What follows belongs to an exercise in optimizing a design on an open flow for small area; a production flow would make more cautious choices.
The RTL was checked by simulation tests, not by an equivalence proof against the original design.
Power figures rest on the tool's default switching activity, not on a simulated workload.

`flow/design.v`:
```
`timescale 1ns / 1ps
module BTr (
    input wire clk,               
    input wire reset,             
    input wire rx,                
    output reg [7:0] data_out,    
    output reg ready              
);
    parameter CLK_FREQ = 50000000;  
    parameter BAUD_RATE = 9600;     
    localparam BAUD_COUNT = (CLK_FREQ / (BAUD_RATE * 16)) - 1;
    reg [15:0] baud_counter;        
    reg [3:0] bit_index;            
    reg [7:0] data_reg;             
    reg [1:0] state;                
    localparam IDLE = 2'b00,        
               RECEIVE_START = 2'b01,  
               RECEIVE_DATA = 2'b10,   
               RECEIVE_STOP = 2'b11;   
    always @(posedge clk or posedge reset) begin
        if (reset) begin
            data_out <= 0;           
            ready <= 0;              
            baud_counter <= 0;       
            bit_index <= 0;          
            state <= IDLE;           
        end else begin
            case (state)
                IDLE: begin
                    if (rx == 0) begin   
                        baud_counter <= 0;  
                        state <= RECEIVE_START;  
                    end
                end
                RECEIVE_START: begin
                    if (baud_counter < BAUD_COUNT) begin
                        baud_counter <= baud_counter + 1;  
                    end else begin
                        baud_counter <= 0;  
                        state <= RECEIVE_DATA;  
                        bit_index <= 0;  
                    end
                end
                RECEIVE_DATA: begin
                    if (baud_counter < BAUD_COUNT) begin
                        baud_counter <= baud_counter + 1;  
                    end else begin
                        baud_counter <= 0;  
                        data_reg[bit_index] <= rx;  
                        if (bit_index < 7) begin
                            bit_index <= bit_index + 1;  
                        end else begin
                            state <= RECEIVE_STOP;  
                        end
                    end
                end
                RECEIVE_STOP: begin
                    if (baud_counter < BAUD_COUNT) begin
                        baud_counter <= baud_counter + 1;  
                    end else begin
                        ready <= 1;            
                        data_out <= data_reg;  
                        state <= IDLE;         
                    end
                end
            endcase
        end
    end
endmodule
`timescale 1ns / 1ps
module BTt (
    input wire clk,               
    input wire reset,             
    input wire [7:0] data_in,     
    input wire send,              
    output reg tx,                
    output reg busy               
);
    parameter CLK_FREQ = 50000000;  
    parameter BAUD_RATE = 9600;     
    localparam BAUD_COUNT = (CLK_FREQ / (BAUD_RATE * 16)) - 1;
    reg [3:0] bit_index;           
    reg [15:0] baud_counter;        
    reg [7:0] data_reg;             
    localparam IDLE = 2'b00,        
               SEND_START = 2'b01,  
               SEND_DATA = 2'b10,   
               SEND_STOP = 2'b11;   
    reg [1:0] state;                
    always @(posedge clk or posedge reset) begin
        if (reset) begin
            tx <= 1;                 
            busy <= 0;               
            state <= IDLE;           
            baud_counter <= 0;       
            bit_index <= 0;          
        end else begin
            case (state)
                IDLE: begin
                    if (send && !busy) begin
                        data_reg <= data_in;   
                        busy <= 1;             
                        baud_counter <= 0;     
                        state <= SEND_START;   
                        tx <= 0;               
                    end
                end
                SEND_START: begin
                    if (baud_counter < BAUD_COUNT) begin
                        baud_counter <= baud_counter + 1;  
                    end else begin
                        baud_counter <= 0;         
                        state <= SEND_DATA;       
                        bit_index <= 0;           
                    end
                end
                SEND_DATA: begin
                    if (baud_counter < BAUD_COUNT) begin
                        baud_counter <= baud_counter + 1;  
                    end else begin
                        baud_counter <= 0;                     
                        tx <= data_reg[bit_index];            
                        if (bit_index < 7) begin
                            bit_index <= bit_index + 1;       
                        end else begin
                            state <= SEND_STOP;               
                        end
                    end
                end
                SEND_STOP: begin
                    if (baud_counter < BAUD_COUNT) begin
                        baud_counter <= baud_counter + 1;  
                    end else begin
                        tx <= 1;                
                        busy <= 0;              
                        state <= IDLE;          
                    end
                end
            endcase
        end
    end
endmodule
`timescale 1ns / 1ps
module Leds (
    input wire clk,               
    input wire reset,             
    input wire [2:0] cmd,         
    output reg [2:0] leds         
);
    parameter CLK_FREQ = 50000000;  
    parameter LED_TOGGLE_TIME = 30;  
    localparam COUNT_MAX = CLK_FREQ * LED_TOGGLE_TIME;  
    reg [31:0] counter;            
    reg toggle;                    
    always @(posedge clk or posedge reset) begin
        if (reset) begin
            leds <= 3'b000;          
            counter <= 0;            
            toggle <= 0;             
        end else begin
            if (counter < COUNT_MAX - 1) begin
                counter <= counter + 1;  
            end else begin
                counter <= 0;            
                toggle <= ~toggle;       
            end
            if (toggle) begin
                leds <= 3'b111;          
            end else begin
                leds <= 3'b000;          
            end
            if (cmd) begin
                leds <= cmd;             
            end
        end
    end
endmodule
`timescale 1ns / 1ps
module Motor (
    input wire clk,                 
    input wire reset,               
    input wire [1:0] cmd,           
    input wire TopeA,               
    input wire TopeB,               
    output reg motor_up,            
    output reg motor_down,          
    output reg TopeA_S,             
    output reg TopeB_S              
);
    always @(posedge clk or posedge reset) begin
        if (reset) begin
            motor_up <= 0;
            motor_down <= 0;
            TopeA_S <= 0;
            TopeB_S <= 0;
        end else begin
            TopeA_S <= TopeA;  
            TopeB_S <= TopeB;  
            case (cmd)
                2'b01: begin  
                    if (!TopeA) begin  
                        motor_up <= 1;   
                        motor_down <= 0;  
                    end else begin
                        motor_up <= 0;    
                    end
                end
                2'b10: begin  
                    if (!TopeB) begin  
                        motor_down <= 1;  
                        motor_up <= 0;    
                    end else begin
                        motor_down <= 0;  
                    end
                end
                default: begin  
                    motor_up <= 0;      
                    motor_down <= 0;    
                end
            endcase
        end
    end
endmodule
`timescale 1ns / 1ps
module Move (
    input wire clk,                
    input wire reset,              
    input wire motion_detected,    
    output reg buzzer              
);
    parameter DEBOUNCE_TIME = 2500;  
    reg [11:0] debounce_counter;  
    reg motion_state;             
    always @(posedge clk or posedge reset) begin
        if (reset) begin
            buzzer <= 0;            
            debounce_counter <= 0;  
            motion_state <= 0;      
        end else begin
            if (motion_detected) begin
                if (debounce_counter < DEBOUNCE_TIME) begin
                    debounce_counter <= debounce_counter + 1;  
                end else begin
                    motion_state <= 1;  
                end
            end else begin
                debounce_counter <= 0;  
                motion_state <= 0;       
            end
            buzzer <= motion_state;
        end
    end
endmodule
`timescale 1ns / 1ps
module House (
    input wire clk,                 
    input wire reset,               
    input wire rx,                  
    output wire tx,                 
    input wire motion_detected,     
    input wire TopeA,               
    input wire TopeB,               
    output reg motor_up,            
    output reg motor_down,          
    output reg buzzer,              
    output reg led1,                
    output reg led2,                
    output reg led3                 
);
    reg [7:0] data_out;             
    wire ready;                     
    wire [7:0] data_in;             
    wire busy;                      
    wire TopeA_S;                   
    wire TopeB_S;                   
    reg [1:0] motor_cmd;            
    reg [2:0] led_cmd;              
    wire [2:0] leds;                
    BTr receiver (
        .clk(clk),
        .reset(reset),
        .rx(rx),
        .data_out(data_in),         
        .ready(ready)
    );
    BTt transmitter (
        .clk(clk),
        .reset(reset),
        .data_in(data_out),         
        .send(ready),               
        .tx(tx),
        .busy(busy)
    );
    Leds #(.CLK_FREQ(1000)) led_controller (
        .clk(clk),
        .reset(reset),
        .cmd(led_cmd),              
        .leds(leds)                 
    );
    Motor motor_controller (
        .clk(clk),
        .reset(reset),
        .cmd(motor_cmd),            
        .TopeA(TopeA),              
        .TopeB(TopeB),              
        .TopeA_S(TopeA_S),          
        .TopeB_S(TopeB_S)           
    );
    Move motion_detector (
        .clk(clk),
        .reset(reset),
        .motion_detected(motion_detected)  
    );
    always @(posedge clk or posedge reset) begin
        if (reset) begin
            motor_cmd <= 2'b00;  
            led_cmd <= 3'b000;    
            motor_up <= 1'b0;      
            motor_down <= 1'b0;    
            buzzer <= 1'b0;        
            led1 <= 1'b0;          
            led2 <= 1'b0;          
            led3 <= 1'b0;          
        end else begin
            motor_cmd <= data_in[1:0];  
            led_cmd <= data_in[7:5];  
            motor_up <= (motor_cmd == 2'b01);    
            motor_down <= (motor_cmd == 2'b10);  
            buzzer <= motion_detected;
            led1 <= leds[0];
            led2 <= leds[1];
            led3 <= leds[2];
        end
    end
    always @(posedge clk or posedge reset) begin
        if (reset) begin
            data_out <= 8'b00000000;  
        end else begin
            data_out[7:5] <= leds;     
            data_out[4]   <= TopeA_S;  
            data_out[3]   <= TopeB_S;  
            data_out[2:0] = 3'b000;    
        end
    end
endmodule
```
`flow/run.sh`:
```
#!/bin/bash
# synth_recipe.tcl (not shown) runs the flow's synth.tcl, then flattens the netlist and writes it again
# the make line also repeats each setting of config.mk as NAME=value (left out here)
make -C /OpenROAD-flow-scripts/flow DESIGN_CONFIG=/design/flow/config.mk WORK_HOME=/design/flow/orfs CLKGATE_MAP_FILE= SYNTH_SCRIPT=/design/flow/synth_recipe.tcl finish
```
`flow/config.mk`:
```
export PLATFORM = sky130hd
export DESIGN_NAME = House
export DESIGN_NICKNAME = House
export VERILOG_FILES = /design/flow/design.v
export SDC_FILE = /design/flow/constraint.sdc
export NUM_CORES = 4
export LEC_CHECK = 0
export CAP_MARGIN = 20
export CORE_MARGIN = 2
export CORE_UTILIZATION = 40
export SLEW_MARGIN = 20
```
`flow/constraint.sdc`:
```
create_clock -name core_clock -period 10.0 [get_ports {clk}]
set_input_delay 2.0000 -clock core_clock [delete_from_list [all_inputs] [get_ports {clk}]]
set_output_delay 2.0000 -clock core_clock [all_outputs]
set_load 0.01 [all_outputs]
```
==> results of run 1 <==
-- per-stage QoR --
stage | setup slack [ns] | utilization [%]
after global routing | 6.48 | 48.7
after floorplan | 5.03 | -
after CTS | 6.49 | 48.7
final | 6.52 | 48.7
after global placement | 6.24 | 43.5
after detailed placement | 6.20 | 43.5
-- cells in the mapped netlist (3+ instances only) --
master,number
clkbuf_1,6
xor2_1,10
nand4_1,3
o21ai_1,7
dfrtp_1,102
inv_1,13
xnor2_1,4
a21oi_1,14
nand3_1,13
a22o_1,14
nor2_1,38
a31oi_1,5
o21ai_0,12
nand2_1,33
and4_1,3
nor3_1,8
nor4_1,10
a41oi_1,6
nor2b_1,13
edfxtp_1,10
and2_1,12
a211oi_1,3
mux2_2,9
and3_1,15
nand2b_1,6
o31ai_1,7
ha_1,22
-- layer usage --
layer / global-route usage (%) / vias up / share of wire [%]
li1: - / 1681 / -
met1: 18.1 / 1704 / 46
met2: 25.0 / 44 / 49
met3: 6.33 / 9 / 3.8
met4: 5.57 / 0 / 1.3
met5: 0 / - / 0
-- layout by cell type (no fill, tap or decap), types with 8 or more instances in the layout --
master,n
a21oi_1,14
a22o_1,14
and2_1,12
and3_1,15
clkbuf_16,17
clkdlybuf4s50_1,12
conb_1,17
dfrtp_1,102
edfxtp_1,10
ha_1,22
inv_1,12
mux2_2,9
nand2_1,33
nand3_1,13
nor2_1,38
nor2b_1,13
nor3_1,8
nor4_1,10
o21ai_0,12
xor2_1,10
-- final timing paths --
path	start	end	slack (ns)	depth (start not counted)
max in group asynchronous	reset	buzzer	6.81	3
min in group asynchronous	reset	transmitter.busy	2.12	2
worst max register to register	receiver.bit_index[0]	receiver.data_reg[0]	7.74	5
worst min-delay path	led_controller.leds[1]	data_out[6]	0.34	0
worst min register to register	led_controller.leds[1]	data_out[6]	0.34	0
worst max-delay path	transmitter.tx	tx	6.52	1
-- where the power goes --
part           switching (µW)  total (µW)  leakage, µW  internal, µW
registers                1.39         469      0.00142           467
clock network             220         665     0.000315           445
logic                    9.48        12.3     0.000986          2.80
-- cell type report --
type	count	share of cell area, %
clock buffer	17	6.98
clock inverter	15	3.80
inverter	13	0.841
multi-input combinational	323	35.6
sequential	113	47.2
tap	172	3.53
timing repair buffer	13	2.09
-- logic make-up after synthesis --
logic type               count (synthesis)  share of synthesized area [%]
flip-flops                             113                           56.7
multiplexers                            10                           2.44
other                                    1                         0.0738
adder cells (fa/ha/maj)                 22                           5.42
buffers and inverters                   22                           1.82
XOR/XNOR                                14                           2.41
AND/OR/NAND/NOR                        169                           17.6
AO/OA/AOI/OAI                           91                           13.5
==> metrics.md, run 1 <==
| Metric | Value |
|---|---|
| Synth warn | `6` |
| Worst setup SP type | `flip-flop` |
| Layout cell share with drive strength beyond 1 | `11.5%` |
| Post-synth cell types | `60` |
| Slew Viols, Final | `0` |
| Outcome | `complete, no violations` |
| Rel. slew slack | `52.9%` |
| Final hold vios | `0` |
| Die area | `13600 µm²` |
| Worst-path clk slew | `0.06 ns` |
| Minimum period implied by the final worst setup slack | `3.48 ns` |
| Max Cap Viol | `0` |
| CTS tree | `yes` |
| Detailed placement HPWL | `6230 µm` |
| Clock sink total | `113` |
| Largest net degree at the start of global routing | `56` |
| Crit-path slowest cell | `dfstp_2` |
| Max incr delay on CP | `0.54 ns` |
| Top cells by area, synth | `dfrtp_1, edfxtp_1, ha_1, nor2_1, nand2_1` |
| Post-synth ARST share | `91.2%` |
| Power Total | `1150 µW` |
| Fill cells | `1165` |
| Critical Path, Cell by Cell | `clkdlybuf4s50_1` |
| Max reg flops | `32` |
| Mapped Area | `5080 µm²` |
| Vias per cell | `5.16` |
| CTS Buffer Depth | `2` |
| Hold Path Class | `flip-flop to flip-flop` |
| Register with the most flip-flops | `led_controller.counter` |
| Worst EP arrival | `1.48 ns` |
| CP top delay family | `flip-flops` |
| Clk root buf | `clkbuf_16` |
| Chip height | `117 µm` |
| Final period util | `34.8%` |
| Vias in the first global route | `3463` |
| Most used DFF post-synth | `dfrtp_1` |
| Skew-Pair Late Insertion Delay | `0.41 ns` |
| Number of flops mapped to enable cells by yosys | `10` |
| Dpl cell area | `5440 µm²` |
| Design Area, Final | `6100 µm²` |
| Starting Density | `40.6%` |
| Post-route ant nets | `0` |
| Inst Count DP | `634` |
| Setup_tns | `0 ns` |
| Overall Global Routing Usage | `15.3%` |
| First-pass GRT wire length | `16000 µm` |
| Num CTS Buffers | `17` |
| Syn_area_per_cell | `11.5 µm²` |
| Fmax | `287 MHz` |
| Drt pass-1 iters | `5` |
| Nets | `509` |
| Antenna violations before repair | `0` |
| Die X | `117 µm` |
| Kind of critical path | `flip-flop to primary output` |
| Buf/Inv on CP | `1` |
| # hold bufs at CTS | `0` |
| Fin cells | `666` |
| Area of the multi-input gates | `2170 µm²` |
| Antenna cells | `0` |
| H-tree Lvls | `4` |
| Dominant cell type by area after synthesis | `dfrtp_1` |
| Sequential area share after synthesis | `56.7%` |
| IO buf count | `12` |
| VDD IR max | `0.146 mV` |
| Hold slack final | `0.345 ns` |
| Mapped Cells | `442` |
| FF+latch area | `2880 µm²` |
| CP max FO | `3` |
| Core area | `12500 µm²` |
| Power density over the cells | `188 nW/µm²` |
| Setup Buffers After CTS | `0` |
| Lkg Pwr | `0.00272 µW` |
| DRT iter0 DRCs | `186` |
| Residual DRC | `0` |
| Skew final | `0.00560 ns` |
| FP Rows | `41` |
| Area grow syn2layout | `20.0%` |
| Placer congestion estimate | `0.812` |
| Top cell type's share of synthesized area | `50.2%` |
| RSZ-0062 raised after global routing | `no` |
| Final setup viols | `0` |
| Routed length per instance | `13.5 µm` |
| Post_cts resized | `0` |
| Vias | `3438` |
| Slew @ Worst Pin | `0.701 ns` |
| Routed Wire Length | `8970 µm` |
| GRT overflow | `0` |
| # IOs | `13` |
| Biggest regs | `led_controller.counter x32, receiver.baud_counter x16, transmitter.baud_counter x16` |
| WP data required | `8.00 ns` |
| CP endpoint kind | `primary output` |
| Seq cells post-synth | `113` |
==> run 2: changes to the inputs <==
==> flow/design.v (replaced) <==
`timescale 1ns / 1ps
`timescale 1ns / 1ps
`timescale 1ns / 1ps
`timescale 1ns / 1ps
`timescale 1ns / 1ps
`timescale 1ns / 1ps
module House (
    input  wire clk,
    input  wire reset,
    input  wire rx,
    output wire tx,
    input  wire motion_detected,
    input  wire TopeA,
    input  wire TopeB,
    output reg  motor_up,
    output reg  motor_down,
    output reg  buzzer,
    output wire led1,
    output wire led2,
    output wire led3
);
    reg       rbusy;
    reg [8:0] rcnt;
    reg [3:0] rph;
    reg [4:0] rdat;             
    wire rterm = (rcnt == 9'd324);
    wire rlast = rph[3] & rph[0];                      
    wire pub   = rbusy & rterm & rlast;
    wire rsamp = (rph == 4'd1) | (rph == 4'd2) | (rph == 4'd6) |
                 (rph == 4'd7) | (rph == 4'd8);
    always @(posedge clk or posedge reset)
        if (reset)
            rbusy <= 1'b0;
        else if (!rbusy)
            rbusy <= ~rx;
        else if (rterm & rlast)
            rbusy <= 1'b0;
    always @(posedge clk) begin
        if (!rbusy) begin
            rcnt <= 9'd0;
            rph  <= 4'd0;
        end else if (rterm) begin
            rcnt <= 9'd0;
            rph  <= rph + 4'd1;
        end else
            rcnt <= rcnt + 9'd1;
        if (rbusy & rterm & rsamp)
            rdat <= {rx, rdat[4:1]};
    end
    reg p1, p2, p3;
    reg [2:0] lcmd;
    always @(posedge clk)
        p1 <= pub;
    always @(posedge clk or posedge reset)
        if (reset) begin
            p2 <= 1'b0;
            p3 <= 1'b0;
            motor_up <= 1'b0;
            motor_down <= 1'b0;
            lcmd <= 3'b000;
            buzzer <= 1'b0;
        end else begin
            p2 <= p1;
            p3 <= p2;
            if (p2) begin
                motor_up   <= rdat[0] & ~rdat[1];
                motor_down <= rdat[1] & ~rdat[0];
            end
            if (p3)
                lcmd <= rdat[4:2];
            buzzer <= motion_detected;
        end
    reg [14:0] lcnt;
    reg        ltog;
    wire lwrap = (lcnt == 15'd29999);
    always @(posedge clk or posedge reset)
        if (reset) begin
            lcnt <= 15'h7ffe;
            ltog <= 1'b0;
        end else begin
            lcnt <= lwrap ? 15'd0 : lcnt + 15'd1;
            if (lwrap)
                ltog <= ~ltog;
        end
    wire [2:0] leds = (lcmd != 3'b000) ? lcmd : {3{ltog}};
    assign led1 = leds[0];
    assign led2 = leds[1];
    assign led3 = leds[2];
    reg [3:0] tph;
    reg [8:0] tcnt;
    reg [4:0] tdat;             
    wire tterm  = (tcnt == 9'd324);
    wire tnever = (tph == 4'd15);
    wire tgap   = (tph == 4'd10);
    wire tstart = tgap | (tnever & p1);
    wire ttope  = ((tph == 4'd9) & (tcnt == 9'd323)) |
                  (tnever & rbusy & rlast & (rcnt == 9'd323));
    always @(posedge clk or posedge reset)
        if (reset)
            tph <= 4'd15;
        else if (tstart)
            tph <= 4'd0;
        else if (!tnever & tterm)
            tph <= tph + 4'd1;
    always @(posedge clk) begin
        if (tnever | tgap | tterm)
            tcnt <= 9'd0;
        else
            tcnt <= tcnt + 9'd1;
        if (ttope)
            tdat[1:0] <= {TopeA, TopeB};
        if (tstart)
            tdat[4:2] <= leds;
    end
    reg tbit;
    always @(*)
        case (tph)
            4'd5:    tbit = tdat[0];
            4'd6:    tbit = tdat[1];
            4'd7:    tbit = tdat[2];
            4'd8:    tbit = tdat[3];
            4'd9:    tbit = tdat[4];
            4'd10,
            4'd15:   tbit = 1'b1;
            default: tbit = 1'b0;
        endcase
    assign tx = tbit;
endmodule
==> run 2 against run 1 <==
Against the previous run: still clean on timing, DRC and antenna; die area shrank 43%; utilization decreased by 0.92 points; flip-flop and latch count decreased by 51; critical path depth grew 6; global-route usage shrank 1.5 points; final area down 46%; register-to-register slack better by 0.09 ns; critical endpoint unchanged; largest cell class unchanged; largest power group is now sequential cells.
==> metrics.md, run 2 <==
| Metric | Value |
|---|---|
| R2R Path Start | `lcnt[1]` |
| CP top delay family | `flip-flops` |
| Chip height | `88.0 µm` |
| Skew-Pair Late Insertion Delay | `0.33 ns` |
| Largest net degree at the start of global routing | `30` |
| Number of flops mapped to enable cells by yosys | `10` |
| Minimum period implied by the final worst setup slack | `4.30 ns` |
| Sequential area share after synthesis | `53.4%` |
| Biggest regs | `lcnt x15, rcnt x9, tcnt x9` |
| Sw frac | `20.6%` |
| Mapped Cells | `262` |
| WP data required | `8.00 ns` |
| CP endpoint kind | `primary output` |
| # IOs | `13` |
| Starting Density | `41.4%` |
| Vias per cell | `4.82` |
| Kind of critical path | `flip-flop to primary output` |
| First-pass GRT wire length | `8180 µm` |
| H-tree Lvls | `3` |
| VDD IR max | `0.0659 mV` |
| Layout cell share with drive strength beyond 1 | `17.9%` |
| Dominant cell type by area after synthesis | `dfstp_2` |
| Routed Wire Length | `4730 µm` |
| Area of the multi-input gates | `1240 µm²` |
| Worst EP arrival | `2.30 ns` |
| Skew final | `0.00845 ns` |
| Seq cells post-synth | `62` |
| Most used DFF post-synth | `dfxtp_1` |
| IO buf count | `12` |
| Mapped Area | `2830 µm²` |
| Sequential share of power | `53.9%` |
| Routed length per instance | `12.3 µm` |
| Critical Path, Cell by Cell | `inv_1 -> ha_1 -> a222oi_1 -> nor3b_1 -> a21oi_1 -> nand2_1 -> clkdlybuf4s50_1` |
| Placer congestion estimate | `0.801` |
| CP max FO | `5` |
| # hold bufs at CTS | `0` |
| Fmax | `232 MHz` |
| Final period util | `43.0%` |
| RSZ-0062 raised after global routing | `no` |
| Vias in the first global route | `1788` |
| Crit-path slowest cell | `dfstp_2` |
| Setup Buffers After CTS | `0` |
| CTS Buffer Depth | `2` |
| Sw power | `97.2 µW` |
| Post-synth cell types | `47` |
| Top cell type's share of synthesized area | `16.7%` |
| Worst setup SP type | `flip-flop` |
| Internal power | `376 µW` |
| Count leader, synth | `nor2_1` |
| Syn_area_per_cell | `10.8 µm²` |
| DRT iter0 DRCs | `79` |
| Crit path launch | `tph[1]` |
| Worst-path clk slew | `0.07 ns` |
| Vias | `1862` |
| GRT overflow | `0` |
| Outcome | `complete, no violations` |
| Detailed placement HPWL | `3320 µm` |
| Setup_tns | `0 ns` |
| Worst Min Path Start | `p1` |
| Core area | `6830 µm²` |
| Power density over the cells | `145 nW/µm²` |
| Rel. slew slack | `60.3%` |
| CTS tree | `yes` |
| Die X | `88.0 µm` |
| Synth warn | `1` |
| Post_cts resized | `0` |
| Post-synth ARST share | `46.8%` |
| Num CTS Buffers | `9` |
| Post-synth top cells | `nor2_1, dfxtp_1, dfstp_2` |
| Antenna cells | `0` |
| Slew @ Worst Pin | `0.588 ns` |
| Residual DRC | `0` |
| Antenna violations before repair | `0` |
| Inst Count DP | `370` |
| Most common cell after layout, fill and taps aside | `nor2_1` |
| Final setup viols | `0` |
| Buf/Inv on CP | `2` |
| Max Cap Viol | `0` |
| Max incr delay on CP | `0.57 ns` |
| Register with the most flip-flops | `lcnt` |
| Hold Path Class | `flip-flop to flip-flop` |
| Fin cells | `386` |
| Utilization after layout | `47.8%` |
| Nets | `304` |
| Max reg flops | `15` |
| Overall Global Routing Usage | `13.8%` |
| Lkg Pwr | `0.00132 µW` |
| Post-route ant nets | `0` |
| Die area | `7750 µm²` |
| Final hold vios | `0` |
| Slew Viols, Final | `0` |
| Top cells by area, synth | `dfstp_2, dfxtp_1, edfxtp_1, dfrtp_1, ha_1` |
| Area grow syn2layout | `15.6%` |
| Clk pwr share | `45.0%` |
| Clock sink total | `62` |
| Drt pass-1 iters | `4` |
| Clk root buf | `clkbuf_8` |
| FF+latch area | `1510 µm²` |
| FP Rows | `30` |
| Fill cells | `654` |
| Combinational share of power | `1.1%` |
| Most frequent cells in the layout | `nor2_1, dfxtp_1, dfstp_2, xor2_1, inv_1` |
run 2: worst paths after layout:
| kind | endpoint | slack, ns | cells after the start |
|---|---|---|---|
| worst max register to register | ltog | 7.83 | 6 |
| worst max-delay path | tx | 5.70 | 7 |
| worst min register to register | p2 | 0.37 | 0 |
| max in group asynchronous | tph[0] | 7.64 | 3 |
| min in group asynchronous | buzzer | 2.04 | 3 |
| worst min-delay path | p2 | 0.37 | 0 |
run 2: routing by layer:
metal / GRT usage, % / vias to the layer above / part of all wire [%]
met3: 3.11 / 7 / 2.5
met4: 7.44 / 0 / 1.5
met2: 19.8 / 20 / 44
met1: 19.3 / 888 / 52
li1: - / 947 / -
met5: 0 / - / 0
run 2: final cells by class:
cell class	count	share of cell area, %
Sequential cell	62	46.2
Multi-Input combinational cell	181	37.9
Clock buffer	14	5.63
Timing Repair Buffer	15	4.37
Tap cell	96	3.68
Inverter	16	1.84
Clock inverter	2	0.383
run 2: power by group through the flow:
stage	combinational (µW)	clock, µW	sequential, µW
after detailed placement	5.34	0	260
after global routing	5.83	233	255
final	5.07	213	255
after CTS	5.36	220	255
after floorplan	1.68	0	260
after global placement	5.35	0	260
run 2: logic make-up (layout without fill, tap and decap cells):
family	after synthesis	in the layout	synth area share, %
DFF	62	62	53.4
AOI/OAI and AO/OA	20	20	4.56
xor gates and xnor gates	30	30	9.30
and+or+nand+nor	112	112	21.9
muxes	6	6	2.26
adders and majority gates	13	13	5.76
buffers and inverters	19	47	2.79
run 2: per-stage QoR:
stage	hold WS (ns)	worst slack, ns	total power [µW]	instance area (µm²)
2_1_floorplan	0.333	6.64	262	2830
3_3_place_gp	0.372	6.11	265	3070
3_5_place_dp	0.371	6.07	265	3070
4_1_cts	0.374	5.70	481	3270
5_1_grt	0.380	5.59	493	3270
6_report	0.371	5.70	473	3270
==> run 3: changes to the inputs <==
--- a/flow/design.v
+++ b/flow/design.v
@@ -24,5 +24,5 @@
     reg [3:0] rph;
     reg [4:0] rdat;             
-    wire rterm = (rcnt == 9'd324);
+    wire rterm = (rcnt == 9'h10e);
     wire rlast = rph[3] & rph[0];                      
     wire pub   = rbusy & rterm & rlast;
@@ -37,12 +37,12 @@
             rbusy <= 1'b0;
     always @(posedge clk) begin
-        if (!rbusy) begin
+        if (!rbusy | rterm)
             rcnt <= 9'd0;
-            rph  <= 4'd0;
-        end else if (rterm) begin
-            rcnt <= 9'd0;
-            rph  <= rph + 4'd1;
-        end else
-            rcnt <= rcnt + 9'd1;
+        else
+            rcnt <= {rcnt[7:0], ~(rcnt[8] ^ rcnt[4])};
+        if (!rbusy)
+            rph <= 4'd0;
+        else if (rterm)
+            rph <= rph + 4'd1;
         if (rbusy & rterm & rsamp)
             rdat <= {rx, rdat[4:1]};
@@ -50,8 +50,7 @@
     reg p1, p2, p3;
     reg [2:0] lcmd;
-    always @(posedge clk)
-        p1 <= pub;
     always @(posedge clk or posedge reset)
         if (reset) begin
+            p1 <= 1'b0;
             p2 <= 1'b0;
             p3 <= 1'b0;
@@ -61,4 +60,5 @@
             buzzer <= 1'b0;
         end else begin
+            p1 <= pub;
             p2 <= p1;
             p3 <= p2;
@@ -71,15 +71,14 @@
             buzzer <= motion_detected;
         end
-    reg [14:0] lcnt;
+    reg [14:0] lq;
     reg        ltog;
-    wire lwrap = (lcnt == 15'd29999);
+    wire lwrap = (lq == 15'h4144);
     always @(posedge clk or posedge reset)
         if (reset) begin
-            lcnt <= 15'h7ffe;
+            lq   <= 15'h00a6;
             ltog <= 1'b0;
         end else begin
-            lcnt <= lwrap ? 15'd0 : lcnt + 15'd1;
-            if (lwrap)
-                ltog <= ~ltog;
+            lq   <= {lq[13:4], lq[3] ^ lwrap, lq[2:0], lq[14] ^ lq[3]};
+            ltog <= ltog ^ lwrap;
         end
     wire [2:0] leds = (lcmd != 3'b000) ? lcmd : {3{ltog}};
@@ -90,10 +89,10 @@
     reg [8:0] tcnt;
     reg [4:0] tdat;             
-    wire tterm  = (tcnt == 9'd324);
+    wire tterm  = (tcnt == 9'h10e);
     wire tnever = (tph == 4'd15);
     wire tgap   = (tph == 4'd10);
     wire tstart = tgap | (tnever & p1);
-    wire ttope  = ((tph == 4'd9) & (tcnt == 9'd323)) |
-                  (tnever & rbusy & rlast & (rcnt == 9'd323));
+    wire ttope  = ((tph == 4'd9) & (tcnt == 9'h187)) |
+                  (tnever & rbusy & rlast & (rcnt == 9'h187));
     always @(posedge clk or posedge reset)
         if (reset)
@@ -107,5 +106,5 @@
             tcnt <= 9'd0;
         else
-            tcnt <= tcnt + 9'd1;
+            tcnt <= {tcnt[7:0], ~(tcnt[8] ^ tcnt[4])};
         if (ttope)
             tdat[1:0] <= {TopeA, TopeB};
==> flow/flow/run.sh (new file) <==
#!/bin/bash
set -euo pipefail
export BUFFER_PORTS_ARGS="-buffer_cell sky130_fd_sc_hd__buf_1"
export CTS_ARGS="-sink_clustering_enable -repair_clock_nets -dont_use_dummy_load -buf_list sky130_fd_sc_hd__clkbuf_4 -sink_clustering_size 20 -sink_clustering_max_diameter 100"
bash standard.sh > standard.log 2>&1
==> flow/standard.sh (new file) <==
#!/bin/bash
# synth_recipe.tcl (not shown) runs the flow's synth.tcl, then flattens the netlist and writes it again
# the make line also repeats each setting of config.mk as NAME=value (left out here)
make -C /OpenROAD-flow-scripts/flow DESIGN_CONFIG=/design/flow/config.mk WORK_HOME=/design/flow/orfs CLKGATE_MAP_FILE= SYNTH_SCRIPT=/design/flow/synth_recipe.tcl "${@:-finish}"
removed: flow/run.sh
==> run 3 against run 2 <==
Against the previous run: flip-flop and latch count did not move; maximum frequency rose by 11%; cell count fell by 30%; still clean on timing, DRC and antenna; global-route usage fell by 0.20 points; critical endpoint unchanged; via count fell by 29%; routed wire length fell by 24%; final area fell by 23%; critical path type unchanged; largest cell class unchanged; synthesized cell count fell by 32%.
==> metrics.md, run 3 <==
| Metric | Value |
|---|---|
| Outcome | `complete, no violations` |
| Dpl cell area | `2450 µm²` |
| Final period util | `38.7%` |
| Die X | `79.8 µm` |
| Max Cap Viol | `0` |
| Number of flops mapped to enable cells by yosys | `10` |
| Hold slack final | `0.364 ns` |
| Setup WS pre-CTS | `6.50 ns` |
| Skew final | `0.0246 ns` |
| Main combinational cell family by area after synthesis | `simple AND/OR/NAND/NOR gates` |
| Clk root buf | `clkbuf_4` |
| Sequential area share after synthesis | `65.4%` |
| Skew-Pair Late Insertion Delay | `0.40 ns` |
| Mapped Cells | `179` |
| Placer congestion estimate | `0.835` |
| Most frequent cells in the layout | `dfrtp_1, dfxtp_1, and2_1, buf_1, edfxtp_1` |
| Post_cts resized | `0` |
| RSZ-0062 raised after global routing | `no` |
| Die area | `6360 µm²` |
| Vias per cell | `4.90` |
| Dominant cell type by area after synthesis | `dfrtp_1` |
| Largest net degree at the start of global routing | `20` |
| WP data required | `8.00 ns` |
| Most used DFF post-synth | `dfxtp_1` |
| IO buf count | `12` |
| Synth warn | `1` |
| Final setup viols | `0` |
| Power density over the cells | `148 nW/µm²` |
| Core area | `5540 µm²` |
| Setup Buffers After CTS | `0` |
| Kind of critical path | `flip-flop to primary output` |
| Crit-path slowest cell | `dfstp_2` |
| Setup WS post-layout | `6.13 ns` |
| Max reg flops | `15` |
| Antenna cells | `0` |
| # hold bufs at CTS | `0` |
| Design Area, Final | `2520 µm²` |
| Post-synth cell types | `39` |
| Seq cells post-synth | `62` |
| Xor/xnor share of the synthesized area | `2.29%` |
| Final hold vios | `0` |
| H-tree Lvls | `3` |
| VDD IR max | `0.0727 mV` |
| Fmax | `258 MHz` |
| Vias | `1328` |
| DRT iter0 DRCs | `112` |
| Detailed placement HPWL | `2580 µm` |
| Setup_tns | `0 ns` |
| Top cells by area, synth | `dfrtp_1, dfxtp_1, edfxtp_1, dfstp_2, ha_1` |
| Routed Wire Length | `3580 µm` |
| CP top delay family | `flip-flops` |
| Post-synth ARST share | `48.4%` |
| # IOs | `13` |
| Overall Global Routing Usage | `13.6%` |
| Num CTS Buffers | `9` |
| Worst EP arrival | `1.87 ns` |
| Synth Area in Adders | `4.36%` |
| Top cell type's share of synthesized area | `24.0%` |
| Area grow syn2layout | `9.65%` |
| Syn_area_per_cell | `12.8 µm²` |
| Chip height | `79.8 µm` |
| Fill cells | `522` |
| Buf/Inv on CP | `2` |
| Mapped Area | `2300 µm²` |
| CTS Buffer Depth | `2` |
| Simple-Gate Fraction of Synth Area | `17.4%` |
| Hold Path Class | `flip-flop to flip-flop` |
| Register with the most flip-flops | `lq` |
| Slew @ Worst Pin | `0.641 ns` |
| Worst-path clk slew | `0.08 ns` |
| First-pass GRT wire length | `6320 µm` |
| Drt pass-1 iters | `4` |
| Area of the multi-input gates | `752 µm²` |
| GRT overflow | `0` |
| Layout cell share with drive strength beyond 1 | `12.1%` |
| Utilization after layout | `45.4%` |
| Post-synth top cells | `dfrtp_1, dfxtp_1, and2_1` |
| CTS tree | `yes` |
| Vias in the first global route | `1328` |
| Lkg Pwr | `0.00108 µW` |
| Nets | `215` |
| Residual DRC | `0` |
| Synth Area in Compound Gates | `6.76%` |
| CP endpoint kind | `primary output` |
| Max incr delay on CP | `0.56 ns` |
| Critical Path, Cell by Cell | `inv_1 -> ha_1 -> nor2b_1 -> o21ai_1 -> nand3_1 -> buf_1` |
| Routed length per instance | `13.2 µm` |
| CP max FO | `5` |
| Antenna violations before repair | `0` |
| FF+latch area | `1500 µm²` |
| Rel. slew slack | `57.2%` |
| Slew Viols, Final | `0` |
| Biggest regs | `lq x15, rcnt x9, tcnt x9` |
| Minimum period implied by the final worst setup slack | `3.87 ns` |
| Clock sink total | `62` |
| Starting Density | `41.4%` |
| Mux cell area share after synthesis | `1.91%` |
| Worst setup SP type | `flip-flop` |
| Post-route ant nets | `0` |
| FP Rows | `27` |
run 3: changes by cell type after synthesis, sizes merged, moves of 9 or more:
cell and change:
nand2 -9, dfstp -10, nor2 -30, dfrtp +11
nand3 -9, and2 +14, xor2 -16
run 3: metal layers:
layer,up-vias,GRT usage [%],routed length [µm]
li1,676,-,-
met1,624,16.6,1710
met2,17,19.6,1620
met3,11,6.79,156
met4,0,7.29,93
met5,-,0,0
run 3: stage by stage:
stage	std cells	power, µW
floorplan	179	262
global placement	261	263
detailed placement	262	265
CTS	271	381
global route	271	390
finish	271	373
run 3: cell families after synthesis:
group / count (synthesis)
compound gates: 23
xor+xnor: 6
fa+ha+maj: 8
buf+inv: 11
flops: 62
mux: 4
simple gates: 65
run 3: worst paths after layout:
kind / startpoint / to / slack [ns] / cells past startpoint
worst min-delay path: lq[10] / lq[11] / 0.36 / 0
worst min register to register: lq[10] / lq[11] / 0.36 / 0
worst max register to register: rcnt[4] / rdat[0] / 7.82 / 3
worst max-delay path: tph[0] / tx / 6.13 / 6
min in group asynchronous: reset / rbusy / 1.58 / 2
max in group asynchronous: reset / tph[2] / 7.85 / 3
run 3: report_power, final:
part / total [µW] / switching, µW / internal, µW
Clock: 114 / 71.8 / 41.7
Sequential: 255 / 0.0403 / 255
Combinational: 4.51 / 2.89 / 1.62
run 3: worst register-to-register path, delay by kind of cell (launching register included):
kind | cells | cell delay (ns)
and+or+nand+nor | 2 | 0.79
AOI/OAI and AO/OA | 1 | 0.68
DFF | 1 | 0.35
run 3: cell type report:
type                            instances  area share, %
Tap cell                               72           3.58
Timing Repair Buffer                   13           2.88
Multi-Input combinational cell        106           29.9
Clock buffer                            9           2.68
Inverter                                9           1.34
Sequential cell                        62           59.6
==> run 4: changes to the inputs <==
==> flow/flow/run.sh (replaced) <==
#!/bin/bash
set -euo pipefail
export BUFFER_PORTS_ARGS="-buffer_cell sky130_fd_sc_hd__buf_1"
export CTS_ARGS="-sink_clustering_enable -repair_clock_nets -dont_use_dummy_load"
bash standard.sh > standard.log 2>&1
==> run 4 against run 3 <==
Against the previous run: maximum frequency up 1.5%; sequential power barely moved; power rose by 12%; synthesized cell count stayed put; non-clock buffer count stayed put; critical path depth unchanged; hold slack lost 0.0024 ns; clock power increased by 38%; area after synthesis stayed put; flip-flop and latch count unchanged; cell count did not move; largest cell class unchanged.
==> metrics.md, run 4 <==
| Metric | Value |
|---|---|
| Post_cts resized | `0` |
| Most frequent cells in the layout | `dfrtp_1, dfxtp_1, and2_1, buf_1, edfxtp_1` |
| Fill cells | `514` |
| Setup Buffers After CTS | `0` |
| Vias in the first global route | `1333` |
| R2R setup slack | `7.83 ns` |
| CP top delay family | `flip-flops` |
| CP endpoint kind | `primary output` |
| Starting Density | `41.4%` |
| Slew Viols, Final | `0` |
| # IOs | `13` |
| CTS Buffer Depth | `2` |
| Detailed placement HPWL | `2580 µm` |
| Dominant cell type by area after synthesis | `dfrtp_1` |
| Minimum period implied by the final worst setup slack | `3.81 ns` |
| Final hold vios | `0` |
| Register with the most flip-flops | `lq` |
| Crit path launch | `tph[0]` |
| Vias per cell | `4.91` |
| Overall Global Routing Usage | `13.6%` |
| Area of the multi-input gates | `752 µm²` |
| Routed Wire Length | `3610 µm` |
| Post-synth ARST share | `48.4%` |
| Die X | `79.8 µm` |
| CP max FO | `5` |
| Max Cap Viol | `0` |
| Clk pwr share | `37.7%` |
| Sequential area share after synthesis | `65.4%` |
| Num CTS Buffers | `9` |
| Lkg Pwr | `0.00110 µW` |
| Post-synth top cells | `dfrtp_1, dfxtp_1, and2_1` |
| Final period util | `38.1%` |
| Rel. slew slack | `57.1%` |
| RR Endpoint | `rdat[0]` |
| Reg2Reg Depth | `3` |
| Hold Path Class | `flip-flop to flip-flop` |
| Worst EP arrival | `1.81 ns` |
| Kind of critical path | `flip-flop to primary output` |
| Largest net degree at the start of global routing | `20` |
| Setup crit end | `tx` |
| DRT iter0 DRCs | `99` |
| Vias | `1331` |
| Outcome | `complete, no violations` |
| GRT overflow | `0` |
| Routed length per instance | `13.3 µm` |
| Antenna cells | `0` |
| Most used DFF post-synth | `dfxtp_1` |
| Number of flops mapped to enable cells by yosys | `10` |
| Core area | `5540 µm²` |
| Sw power | `80.6 µW` |
| Drt pass-1 iters | `4` |
| WP data required | `8.00 ns` |
| IO buf count | `12` |
| Internal power | `337 µW` |
| Placer congestion estimate | `0.835` |
| Die area | `6360 µm²` |
| WP depth | `6` |
| Buf/Inv on CP | `2` |
| Setup_tns | `0 ns` |
| Combinational share of power | `1.1%` |
| FF+latch area | `1500 µm²` |
| RSZ-0062 raised after global routing | `no` |
| Sequential share of power | `61.2%` |
| Post-route ant nets | `0` |
| Clk root buf | `clkbuf_8` |
| Synth warn | `1` |
| Mapped Area | `2300 µm²` |
| Post-synth cell types | `39` |
| Biggest regs | `lq x15, rcnt x9, tcnt x9` |
| Final setup viols | `0` |
| Max incr delay on CP | `0.56 ns` |
| FP Rows | `27` |
| Clock sink total | `62` |
| Crit-path slowest cell | `dfstp_2` |
| Area grow syn2layout | `12.1%` |
| Mapped Cells | `179` |
| Top cell type's share of synthesized area | `24.0%` |
| Syn_area_per_cell | `12.8 µm²` |
| Worst setup SP type | `flip-flop` |
| # hold bufs at CTS | `0` |
| R2R Path Start | `rcnt[4]` |
| First-pass GRT wire length | `6330 µm` |
| Skew final | `0.0127 ns` |
| Max reg flops | `15` |
| VDD IR max | `0.0709 mV` |
| CTS tree | `yes` |
| Worst-path clk slew | `0.06 ns` |
| Top cells by area, synth | `dfrtp_1, dfxtp_1, edfxtp_1, dfstp_2, ha_1` |
| Residual DRC | `0` |
| Chip height | `79.8 µm` |
| Antenna violations before repair | `0` |
| Inst Count DP | `262` |
| Fin cells | `271` |
| Layout cell share with drive strength beyond 1 | `12.1%` |
| Sw frac | `19.3%` |
| Nets | `215` |
| Slew @ Worst Pin | `0.642 ns` |
| Critical Path, Cell by Cell | `inv_1 -> ha_1 -> nor2b_1 -> o21ai_1 -> nand3_1 -> buf_1` |
| H-tree Lvls | `3` |
| Power density over the cells | `162 nW/µm²` |
| Fmax | `262 MHz` |
| Skew-Pair Late Insertion Delay | `0.33 ns` |
| Seq cells post-synth | `62` |
## run 4: power by group through the flow
stage | registers (µW) | clock network [µW] | logic [µW]
2_1_floorplan | 260 | 0 | 1.77
3_3_place_gp | 260 | 0 | 3.41
3_5_place_dp | 260 | 0 | 4.77
4_1_cts | 255 | 165 | 4.78
5_1_grt | 255 | 173 | 5.31
6_report | 255 | 157 | 4.51
## run 4: worst min-delay path by stage
stage                     slack [ns]  cells past startpoint   from  endpoint
after global placement          0.35                      0  lq[6]     lq[7]
final                           0.36                      0  lq[6]     lq[7]
after floorplan                 0.35                      0  lq[6]     lq[7]
after CTS                       0.36                      0  lq[6]     lq[7]
after global routing            0.37                      0  lq[1]     lq[2]
after detailed placement        0.35                      0  lq[6]     lq[7]
## run 4: kinds of logic after synthesis
family	Yosys count	synth area share (%)
XOR/XNOR	6	2.29
AND/OR/NAND/NOR	65	17.4
adder cells (fa/ha/maj)	8	4.36
AO/OA/AOI/OAI	23	6.76
buffers and inverters	11	1.85
multiplexers	4	1.91
flip-flops	62	65.4
## run 4: layout make-up
cell class                      instances  share of cell area [%]
Timing Repair Buffer                   13                    2.82
Multi-Input combinational cell        106                    29.2
Inverter                                9                    1.31
Clock buffer                            9                    4.81
Sequential cell                        62                    58.3
Tap cell                               72                    3.50
## run 4: through the flow
| step | setup WS [ns] | power [µW] | cell area [µm²] | hold slack [ns] | utilization [%] |
|---|---|---|---|---|---|
| 6_report | 6.19 | 417 | 2570 | 0.362 | 46.5 |
| 5_1_grt | 5.99 | 433 | 2570 | 0.374 | 46.5 |
| 4_1_cts | 6.14 | 425 | 2570 | 0.362 | 46.5 |
| 3_5_place_dp | 6.50 | 265 | 2450 | 0.353 | 44.2 |
| 3_3_place_gp | 6.54 | 263 | 2420 | 0.355 | 43.7 |
| 2_1_floorplan | 6.70 | 262 | 2300 | 0.347 | - |
## run 4: worst reg2reg max path, stage by stage, from the launching register on
cell,delay (ns)
dfxtp_1,0.34
nor4b_2,0.31
nand4_1,0.47
a2111oi_2,0.68
## run 4: layer usage
metal  vias to the layer above  GRT usage, %  share of wire, %
li1                        669             -                 -
met1                       636          16.8                48
met2                        18          19.7                45
met3                         8          6.11               4.1
met4                         0          7.29               2.6
met5                         -             0                 0
==> run 5: changes to the inputs <==
==> flow/run.sh (new file) <==
#!/bin/bash
# synth_recipe.tcl (not shown) runs the flow's synth.tcl, then flattens the netlist and writes it again
# the make line also repeats each setting of config.mk as NAME=value (left out here)
make -C /OpenROAD-flow-scripts/flow DESIGN_CONFIG=/design/flow/config.mk WORK_HOME=/design/flow/orfs CLKGATE_MAP_FILE= SYNTH_SCRIPT=/design/flow/synth_recipe.tcl finish
removed: flow/flow/run.sh
removed: flow/standard.sh
==> run 5 against run 4 <==
Against the previous run: still clean; first-iteration DRC count grew 60%; flip-flop and latch count is the same; die area is the same; clock power grew about 50%; power grew 19%; cell count grew 2.2%; setup slack lost 0.41 ns; non-clock buffer count shrank 1; hold slack gained 0.0088 ns; sequential share of layout area shrank 3.0 points; maximum frequency shrank 9.6%; critical endpoint unchanged; largest cell class unchanged.
==> metrics.md, run 5 <==
| Metric | Value |
|---|---|
| Outcome | `complete, no violations` |
| Die X | `79.8 µm` |
| Top cell type's share of synthesized area | `24.0%` |
| R2R setup slack | `7.77 ns` |
| Hold Path Class | `flip-flop to flip-flop` |
| Worst Min Path Start | `lq[1]` |
| Max reg flops | `15` |
| Clock sink total | `62` |
| Crit-path slowest cell | `dfstp_2` |
| Overall Global Routing Usage | `15.0%` |
| Routed length per instance | `14.2 µm` |
| Worst-path clk slew | `0.06 ns` |
| Worst EP arrival | `2.22 ns` |
| CTS Buffer Depth | `2` |
| Core area | `5540 µm²` |
| Mapped Cells | `179` |
| Most frequent cells in the layout | `dfrtp_1, dfxtp_1, and2_1, clkdlybuf4s50_1` |
| Hold Path End | `lq[2]` |
| Min-Delay Path Depth | `0` |
| Max incr delay on CP | `0.56 ns` |
| First-pass GRT wire length | `7030 µm` |
| CP max FO | `4` |
| Syn_area_per_cell | `12.8 µm²` |
| Layout cell share with drive strength beyond 1 | `14.1%` |
| R2R Path Start | `rcnt[4]` |
| Rel. slew slack | `51.8%` |
| Vias per cell | `5.01` |
| Seq cells post-synth | `62` |
| Routed Wire Length | `3920 µm` |
| Sequential area share after synthesis | `65.4%` |
| Kind of critical path | `flip-flop to primary output` |
| Slew Viols, Final | `0` |
| Skew final | `0.00584 ns` |
| Residual DRC | `0` |
| Placer congestion estimate | `0.856` |
| Post-synth top cells | `dfrtp_1, dfxtp_1, and2_1` |
| Synth warn | `1` |
| Chip height | `79.8 µm` |
| Most used DFF post-synth | `dfxtp_1` |
| Nets | `214` |
| Skew-Pair Late Insertion Delay | `0.33 ns` |
| Final period util | `42.2%` |
| Post-synth cell types | `39` |
| VDD IR max | `0.144 mV` |
| IO buf count | `12` |
| Vias in the first global route | `1509` |
| RR Endpoint | `rdat[0]` |
| Starting Density | `41.4%` |
| Setup WS pre-CTS | `6.13 ns` |
| Reg2Reg Depth | `3` |
| Number of flops mapped to enable cells by yosys | `10` |
| Biggest regs | `lq x15, rcnt x9, tcnt x9` |
| Minimum period implied by the final worst setup slack | `4.22 ns` |
| Inst Count DP | `261` |
| Post-route ant nets | `0` |
| Vias | `1389` |
| Final hold vios | `0` |
| Worst setup SP type | `flip-flop` |
| Largest net degree at the start of global routing | `31` |
| Antenna violations before repair | `0` |
| Fmax | `237 MHz` |
| Slew @ Worst Pin | `0.721 ns` |
| Register with the most flip-flops | `lq` |
| WP data required | `8.00 ns` |
| Top cells by area, synth | `dfrtp_1, dfxtp_1, edfxtp_1, dfstp_2, ha_1` |
| Setup WS post-layout | `5.78 ns` |
| Mapped Area | `2300 µm²` |
| Clk root buf | `clkbuf_8` |
| DRT iter0 DRCs | `158` |
| Critical Path, Cell by Cell | `inv_1 -> ha_1 -> a222oi_1 -> nand2b_1 -> nand3_1 -> clkdlybuf4s50_1` |
| Num CTS Buffers | `9` |
| Post-synth ARST share | `48.4%` |
| FP Rows | `27` |
| CTS tree | `yes` |
| CP endpoint kind | `primary output` |
| Final setup viols | `0` |
| # IOs | `13` |
| Antenna cells | `0` |
| GRT overflow | `0` |
| Max Cap Viol | `0` |
| Fin cells | `277` |
| # hold bufs at CTS | `0` |
| RSZ-0062 raised after global routing | `no` |
| Setup_tns | `0 ns` |
| Area grow syn2layout | `18.1%` |
| Fill cells | `520` |
| Drt pass-1 iters | `4` |
| Detailed placement HPWL | `2740 µm` |
| Setup Buffers After CTS | `0` |
| Post_cts resized | `0` |
| Dominant cell type by area after synthesis | `dfrtp_1` |
| Die area | `6360 µm²` |
| Lkg Pwr | `0.00116 µW` |
| H-tree Lvls | `3` |
| Power density over the cells | `183 nW/µm²` |
run 5: per-stage QoR:
stage          instance area [µm²]  hold slack (ns)  util (%)  total power (µW)
3_5_place_dp                  2500            0.359      45.1               265
6_report                      2710            0.371      49.0               495
5_1_grt                       2710            0.379      49.0               518
3_3_place_gp                  2500            0.358      45.1               265
4_1_cts                       2710            0.372      49.0               504
2_1_floorplan                 2300            0.347         -               262
run 5: how the worst max path moves through the flow:
| stage | startpoint | endpoint | slack (ns) | cells after the start |
|---|---|---|---|---|
| 2_1_floorplan | tph[0] | tx | 6.70 | 5 |
| 3_3_place_gp | tph[0] | tx | 6.19 | 6 |
| 3_5_place_dp | tph[0] | tx | 6.13 | 6 |
| 4_1_cts | tph[0] | tx | 5.75 | 6 |
| 5_1_grt | tph[0] | tx | 5.63 | 6 |
| 6_report | tph[0] | tx | 5.78 | 6 |
run 5: metal layers:
| layer | up-vias | wire, µm | GRT usage, % |
|---|---|---|---|
| met5 | - | 0 | 0 |
| met4 | 0 | 46 | 5.08 |
| met3 | 4 | 178 | 7.47 |
| met2 | 32 | 2000 | 24.7 |
| met1 | 680 | 1700 | 17.1 |
| li1 | 673 | - | - |
run 5: area by class of cell:
type                    count  area (µm²)  share of cell area, %
repair buffers             12         120                   4.43
clock buffers              12         145                   5.35
inverters                   9        33.8                   1.25
clock inverters             4        70.1                   2.58
well taps                  72        90.1                   3.32
flip-flops and latches     62        1500                   55.4
multi-input cells         106         752                   27.7
run 5: power breakdown:
part	switching, µW	internal (µW)	total, µW	leakage (µW)
combinational	2.77	2.08	4.85	0.000400
sequential	0.0503	255	255	0.000650
clock	89.0	146	235	0.000110
total	91.9	403	495	0.00116
run 5: worst max-delay path, delay by kind of cell (launching register included):
| kind | cells | cell delay, ns |
|---|---|---|
| fa+ha+maj | 1 | 0.21 |
| buf+inv | 2 | 0.58 |
| compound gates | 1 | 0.29 |
| flops | 1 | 0.56 |
| simple gates | 2 | 0.25 |
run 5: logic make-up (layout without fill, tap and decap cells):
logic type / after synthesis / after routing / share of synthesized area (%)
flops: 62 / 62 / 65.4
buf+inv: 11 / 37 / 1.85
compound gates: 23 / 23 / 6.76
fa+ha+maj: 8 / 8 / 4.36
xor+xnor: 6 / 6 / 2.29
mux: 4 / 4 / 1.91
simple gates: 65 / 65 / 17.4
==> run 6: changes to the inputs <==
==> flow/flow/run.sh (new file) <==
#!/bin/bash
set -euo pipefail
export BUFFER_PORTS_ARGS="-buffer_cell sky130_fd_sc_hd__buf_2"
export CTS_ARGS="-sink_clustering_enable -repair_clock_nets -dont_use_dummy_load -buf_list sky130_fd_sc_hd__clkbuf_4 -sink_clustering_size 30 -sink_clustering_max_diameter 200"
bash standard.sh > standard.log 2>&1
==> flow/standard.sh (new file) <==
#!/bin/bash
# synth_recipe.tcl (not shown) runs the flow's synth.tcl, then flattens the netlist and writes it again
# the make line also repeats each setting of config.mk as NAME=value (left out here)
make -C /OpenROAD-flow-scripts/flow DESIGN_CONFIG=/design/flow/config.mk WORK_HOME=/design/flow/orfs CLKGATE_MAP_FILE= SYNTH_SCRIPT=/design/flow/synth_recipe.tcl "${@:-finish}"
removed: flow/run.sh
==> run 6 against run 5 <==
Against the previous run: cell count decreased by 2.5%; clock power decreased by 52%; area after synthesis unchanged; highest routed layer unchanged; power decreased by 25%; largest power group unchanged; critical endpoint unchanged; final area decreased by 7.7%; die area unchanged.
==> metrics.md, run 6 <==
| Metric | Value |
|---|---|
| Mapped Cells | `179` |
| Syn_area_per_cell | `12.8 µm²` |
| Clock sink total | `62` |
| RSZ-0062 raised after global routing | `no` |
| Fmax | `255 MHz` |
| Hold slack final | `0.372 ns` |
| Skew-Pair Late Insertion Delay | `0.38 ns` |
| Setup Buffers After CTS | `0` |
| Buf/Inv on CP | `2` |
| Max reg flops | `15` |
| First-pass GRT wire length | `6670 µm` |
| Drt pass-1 iters | `4` |
| Overall Global Routing Usage | `14.0%` |
| R2R Path Start | `rcnt[4]` |
| Most frequent cells in the layout | `dfrtp_1, dfxtp_1, and2_1, buf_2, edfxtp_1` |
| Slew Viols, Final | `0` |
| Fin cells | `270` |
| Critical Path, Cell by Cell | `inv_1 -> ha_1 -> nor2b_1 -> o21ai_1 -> nand3_1 -> buf_2` |
| Num CTS Buffers | `9` |
| Die X | `79.8 µm` |
| Synth warn | `1` |
| Vias | `1371` |
| Inst Count DP | `261` |
| Max Cap Viol | `0` |
| Crit path launch | `tph[0]` |
| CTS tree | `yes` |
| VDD IR max | `0.0649 mV` |
| Rel. slew slack | `51.2%` |
| Clk root buf | `clkbuf_4` |
| GR Util met1 | `16.8%` |
| Antenna violations before repair | `0` |
| Power density over the cells | `148 nW/µm²` |
| DRT iter0 DRCs | `58` |
| Final hold vios | `0` |
| Minimum period implied by the final worst setup slack | `3.92 ns` |
| Post-synth top cells | `dfrtp_1, dfxtp_1, and2_1` |
| Die area | `6360 µm²` |
| Detailed placement HPWL | `2730 µm` |
| Post_cts resized | `0` |
| Mapped Area | `2300 µm²` |
| Post-route ant nets | `0` |
| Seq cells post-synth | `62` |
| CP max FO | `5` |
| Most used DFF post-synth | `dfxtp_1` |
| Residual DRC | `0` |
| Largest net degree at the start of global routing | `31` |
| Antenna cells | `0` |
| Final setup viols | `0` |
| Vias per cell | `5.08` |
| Post-synth ARST share | `48.4%` |
| Top cell type's share of synthesized area | `24.0%` |
| IO buf count | `12` |
| Worst EP arrival | `1.92 ns` |
| Placer congestion estimate | `0.838` |
| CTS Buffer Depth | `2` |
| H-tree Lvls | `3` |
| Biggest regs | `lq x15, rcnt x9, tcnt x9` |
| Final period util | `39.2%` |
| Layout cell share with drive strength beyond 1 | `18.2%` |
| GR Util met2 | `22.2%` |
| # hold bufs at CTS | `0` |
| Core area | `5540 µm²` |
| Power Total | `370 µW` |
| Max incr delay on CP | `0.58 ns` |
| Area grow syn2layout | `9.10%` |
| Sequential area share after synthesis | `65.4%` |
| # IOs | `13` |
| R2R setup slack | `7.78 ns` |
| FP Rows | `27` |
| Register with the most flip-flops | `lq` |
| Setup_tns | `0 ns` |
| Worst setup SP type | `flip-flop` |
| Dominant cell type by area after synthesis | `dfrtp_1` |
| Chip height | `79.8 µm` |
| Vias in the first global route | `1436` |
| GRT overflow | `0` |
| Starting Density | `41.4%` |
| CP top delay family | `flip-flops` |
| Routed Wire Length | `3790 µm` |
| CP endpoint kind | `primary output` |
| Outcome | `complete, no violations` |
| Crit-path slowest cell | `dfstp_2` |
| Worst Min Path Start | `lq[1]` |
| Number of flops mapped to enable cells by yosys | `10` |
| Worst-path clk slew | `0.08 ns` |
| Slew @ Worst Pin | `0.730 ns` |
| Met3 Usage GRT | `6.45%` |
| Top cells by area, synth | `dfrtp_1, dfxtp_1, edfxtp_1, dfstp_2, ha_1` |
| Lkg Pwr | `0.00111 µW` |
| Nets | `214` |
| Kind of critical path | `flip-flop to primary output` |
| GRT busiest layer | `met2` |
| Routed length per instance | `14.0 µm` |
| Post-synth cell types | `39` |
| WP data required | `8.00 ns` |
| Hold Path Class | `flip-flop to flip-flop` |
| Skew final | `0.0286 ns` |
## run 6: cell counts after synthesis
No cell type changed its count.
## run 6: cell type report
cell class | count | area (µm²)
sequential | 62 | 1500
clock buffer | 9 | 67.6
inverter | 9 | 33.8
timing repair buffer | 12 | 60.1
multi-input combinational | 106 | 752
tap | 72 | 90.1
fill | 536 | 3040
## run 6: power breakdown
part	internal, µW	leakage (µW)	switching [µW]
combinational	0.864	0.000414	2.71
clock	41.8	0.0000414	70.0
sequential	255	0.000650	0.0587
## run 6: per-layer routing
layer	up-vias	share of wire, %	wire length, µm
met5	-	0	0
met2	19	49	1870
li1	664	-	-
met3	8	3.5	132
met1	680	45	1710
met4	0	2.0	76
## run 6: logic make-up after synthesis
family,Yosys count,synth area share [%]
buffers and inverters,11,1.85
adders and majority gates,8,4.36
AOI/OAI and AO/OA,23,6.76
xor gates and xnor gates,6,2.29
and+or+nand+nor,65,17.4
muxes,4,1.91
DFF,62,65.4
## run 6: worst paths after layout
kind,cells after the start,to
worst max register to register,3,rdat[0]
max in group asynchronous,2,tph[3]
min in group asynchronous,2,lcmd[0]
worst min-delay path,0,lq[2]
worst max-delay path,6,tx
worst min register to register,0,lq[2]
## run 6: per-stage QoR
stage / area, µm² / worst slack [ns] / utilization (%)
6_report: 2500 / 6.08 / 45.2
4_1_cts: 2500 / 6.05 / 45.2
3_5_place_dp: 2440 / 6.48 / 44.0
2_1_floorplan: 2300 / 6.70 / -
5_1_grt: 2500 / 5.94 / 45.2
3_3_place_gp: 2440 / 6.53 / 44.0
==> run 7: changes to the inputs <==
==> flow/flow/run.sh (replaced) <==
#!/bin/bash
set -euo pipefail
export BUFFER_PORTS_ARGS="-buffer_cell sky130_fd_sc_hd__buf_1"
export CTS_ARGS="-sink_clustering_enable -repair_clock_nets -dont_use_dummy_load -buf_list sky130_fd_sc_hd__clkbuf_8 -sink_clustering_size 64 -sink_clustering_max_diameter 500"
bash standard.sh > standard.log 2>&1
--- a/flow/config.mk
+++ b/flow/config.mk
@@ -6,6 +6,6 @@
 export NUM_CORES = 4
 export LEC_CHECK = 0
-export CAP_MARGIN = 20
+export CAP_MARGIN = 0
 export CORE_MARGIN = 2
 export CORE_UTILIZATION = 40
-export SLEW_MARGIN = 20
+export SLEW_MARGIN = 0
==> run 7 against run 6 <==
Against the previous run: cell count is the same; non-clock buffer count is the same; power grew 12%; routed wire length shrank 4.1%; utilization grew 0.75 points; sequential power is essentially flat; via count shrank 2.2%; setup slack gained 0.064 ns; clock power grew 39%; sequential share of layout area shrank 0.97 points; die area is the same; maximum frequency grew 1.7%; largest cell class unchanged; largest power group unchanged.
==> metrics.md, run 7 <==
| Metric | Value |
|---|---|
| CP endpoint kind | `primary output` |
| Top cell type's share of synthesized area | `24.0%` |
| Fin cells | `270` |
| Final hold vios | `0` |
| Post-synth top cells | `dfrtp_1, dfxtp_1, and2_1` |
| Final period util | `38.6%` |
| Vias in the first global route | `1294` |
| Register with the most flip-flops | `lq` |
| Mapped Area | `2300 µm²` |
| Kind of critical path | `flip-flop to primary output` |
| Post-synth ARST share | `48.4%` |
| First-pass GRT wire length | `6170 µm` |
| Slew Viols, Final | `0` |
| Clk root buf | `clkbuf_8` |
| IO buf count | `12` |
| DRT iter0 DRCs | `89` |
| Chip height | `79.8 µm` |
| Seq cells post-synth | `62` |
| Mapped Cells | `179` |
| Simple-Gate Fraction of Synth Area | `17.4%` |
| Mux cell area share after synthesis | `1.91%` |
| Die X | `79.8 µm` |
| Final setup viols | `0` |
| Xor/xnor share of the synthesized area | `2.29%` |
| CTS tree | `yes` |
| Drt pass-1 iters | `5` |
| Number of flops mapped to enable cells by yosys | `10` |
| Inst Count DP | `261` |
| Most frequent cells in the layout | `dfrtp_1, dfxtp_1, and2_1, buf_1, edfxtp_1` |
| H-tree Lvls | `3` |
| Synth Area in Adders | `4.36%` |
| Most used DFF post-synth | `dfxtp_1` |
| Die area | `6360 µm²` |
| Core area | `5540 µm²` |
| Fmax | `259 MHz` |
| GRT overflow | `0` |
| Max reg flops | `15` |
| Synth warn | `1` |
| Setup Buffers After CTS | `0` |
| Skew final | `0.0251 ns` |
| CP max FO | `4` |
| Top cells by area, synth | `dfrtp_1, dfxtp_1, edfxtp_1, dfstp_2, ha_1` |
| Outcome | `complete, no violations` |
| Overall Global Routing Usage | `13.5%` |
| Setup_tns | `0 ns` |
| Syn_area_per_cell | `12.8 µm²` |
| RSZ-0062 raised after global routing | `no` |
| CTS Buffer Depth | `2` |
| Lkg Pwr | `0.00109 µW` |
| Largest net degree at the start of global routing | `31` |
| Detailed placement HPWL | `2510 µm` |
| Main combinational cell family by area after synthesis | `simple AND/OR/NAND/NOR gates` |
| Hold Path Class | `flip-flop to flip-flop` |
| Layout cell share with drive strength beyond 1 | `11.6%` |
| Routed length per instance | `13.5 µm` |
| Fill cells | `517` |
| Biggest regs | `lq x15, rcnt x9, tcnt x9` |
| Minimum period implied by the final worst setup slack | `3.86 ns` |
| Vias | `1341` |
| Post_cts resized | `0` |
| Nets | `214` |
| Synth Area in Compound Gates | `6.76%` |
| Dominant cell type by area after synthesis | `dfrtp_1` |
| Antenna violations before repair | `0` |
| Power density over the cells | `163 nW/µm²` |
| VDD IR max | `0.0870 mV` |
| Skew-Pair Late Insertion Delay | `0.33 ns` |
| Worst EP arrival | `1.86 ns` |
| Antenna cells | `0` |
| Worst setup SP type | `flip-flop` |
| Num CTS Buffers | `9` |
| Rel. slew slack | `28.9%` |
| Post-route ant nets | `0` |
| Clock sink total | `62` |
| # IOs | `13` |
| Routed Wire Length | `3630 µm` |
| Placer congestion estimate | `0.835` |
| Residual DRC | `0` |
| Starting Density | `41.4%` |
| Area grow syn2layout | `10.9%` |
| Slew @ Worst Pin | `1.07 ns` |
| Max Cap Viol | `0` |
| Post-synth cell types | `39` |
| Worst-path clk slew | `0.06 ns` |
| # hold bufs at CTS | `0` |
| Vias per cell | `4.97` |
| WP data required | `8.00 ns` |
| FP Rows | `27` |
| Sequential area share after synthesis | `65.4%` |
run 7: final cells by class:
type	instances	area (µm²)	area share [%]
flip-flops and latches	62	1500	59.0
multi-input cells	106	752	29.5
well taps	72	90.1	3.54
clock buffers	9	124	4.86
repair buffers	12	45.0	1.77
inverters	9	33.8	1.33
run 7: where the power goes:
group	leakage, µW	switching (µW)	internal [µW]
Sequential	0.000650	0.0509	255
Combinational	0.000372	2.63	0.536
Clock	0.0000647	76.7	79.7
run 7: logic make-up (layout without fill, tap and decap cells):
logic type	count (synthesis)	count (layout)
AO/OA/AOI/OAI	23	23
XOR/XNOR	6	6
adder cells (fa/ha/maj)	8	8
buffers and inverters	11	30
flip-flops	62	62
multiplexers	4	4
AND/OR/NAND/NOR	65	65
run 7: final timing paths:
check / start / slack (ns) / end / cells after the start
max: tph[0] / 6.14 / tx / 6
min: lq[6] / 0.36 / lq[7] / 0
max reg2reg: rcnt[4] / 7.85 / rdat[4] / 3
min reg2reg: lq[6] / 0.36 / lq[7] / 0
max in group asynchronous: reset / 7.44 / lq[12] / 2
min in group asynchronous: reset / 1.89 / motor_down / 2
run 7: routing by layer:
| metal | vias to the layer above | share of wire, % | track usage [%] |
|---|---|---|---|
| li1 | 665 | - | - |
| met3 | 7 | 5.3 | 7.92 |
| met5 | - | 0 | 0 |
| met4 | 0 | 2.3 | 6.27 |
| met1 | 646 | 48 | 17.3 |
| met2 | 23 | 45 | 18.2 |
run 7: metrics by stage:
step | area [µm²] | util (%) | setup WS, ns | total power [µW] | hold WS [ns]
4_1_cts | 2550 | 46.0 | 6.13 | 424 | 0.359
3_5_place_dp | 2420 | 43.7 | 6.49 | 263 | 0.353
2_1_floorplan | 2300 | - | 6.70 | 262 | 0.347
5_1_grt | 2550 | 46.0 | 5.99 | 435 | 0.372
6_report | 2550 | 46.0 | 6.14 | 415 | 0.359
3_3_place_gp | 2420 | 43.7 | 6.54 | 263 | 0.355
run 7: worst max-delay path, stage by stage, from the launching register on:
cell and delay, ns:
dfstp_2 0.56, inv_1 0.09, ha_1 0.21, a222oi_1 0.30, nand2b_1 0.15, nand3_1 0.08
buf_1 0.15

re-timing with driven ports:
How much do the figures lean on ideal ports? The routed layouts below were timed once more, with nothing changed but the port constraints.
Step 1 assumes that a clkbuf_16 drives the clock port and a buf_2 every other input.
Step 2, shift: input delay + t, output delay - t, t = (earliest + latest rising clock arrival at the registers) / 2. This alone moves slack from input paths to output paths.
Slacks: no drivers / after step 1 / after step 2; pairs: no drivers / after step 1.
run | t, ns | slack for setup (ns) | pins driven straight from the clock port
run 1 | 0.449 | 6.520 / 6.481 / 6.216 | 1
run 2 | 0.355 | 5.696 / 5.670 / 6.025 | 1
run 3 | 0.411 | 6.129 / 6.104 / 6.515 | 1
run 4 | 0.353 | 6.186 / 6.158 / 6.511 | 1
run 5 | 0.355 | 5.778 / 5.750 / 6.105 | 1
run 6 | 0.395 | 6.078 / 6.054 / 6.449 | 1
run 7 | 0.354 | 6.143 / 6.112 / 6.466 | 1
After both steps setup and hold are still met in every run listed. For run 1, which loses most, drivers alone change the setup slack by -0.039 ns; drivers and shift together by -0.304 ns.
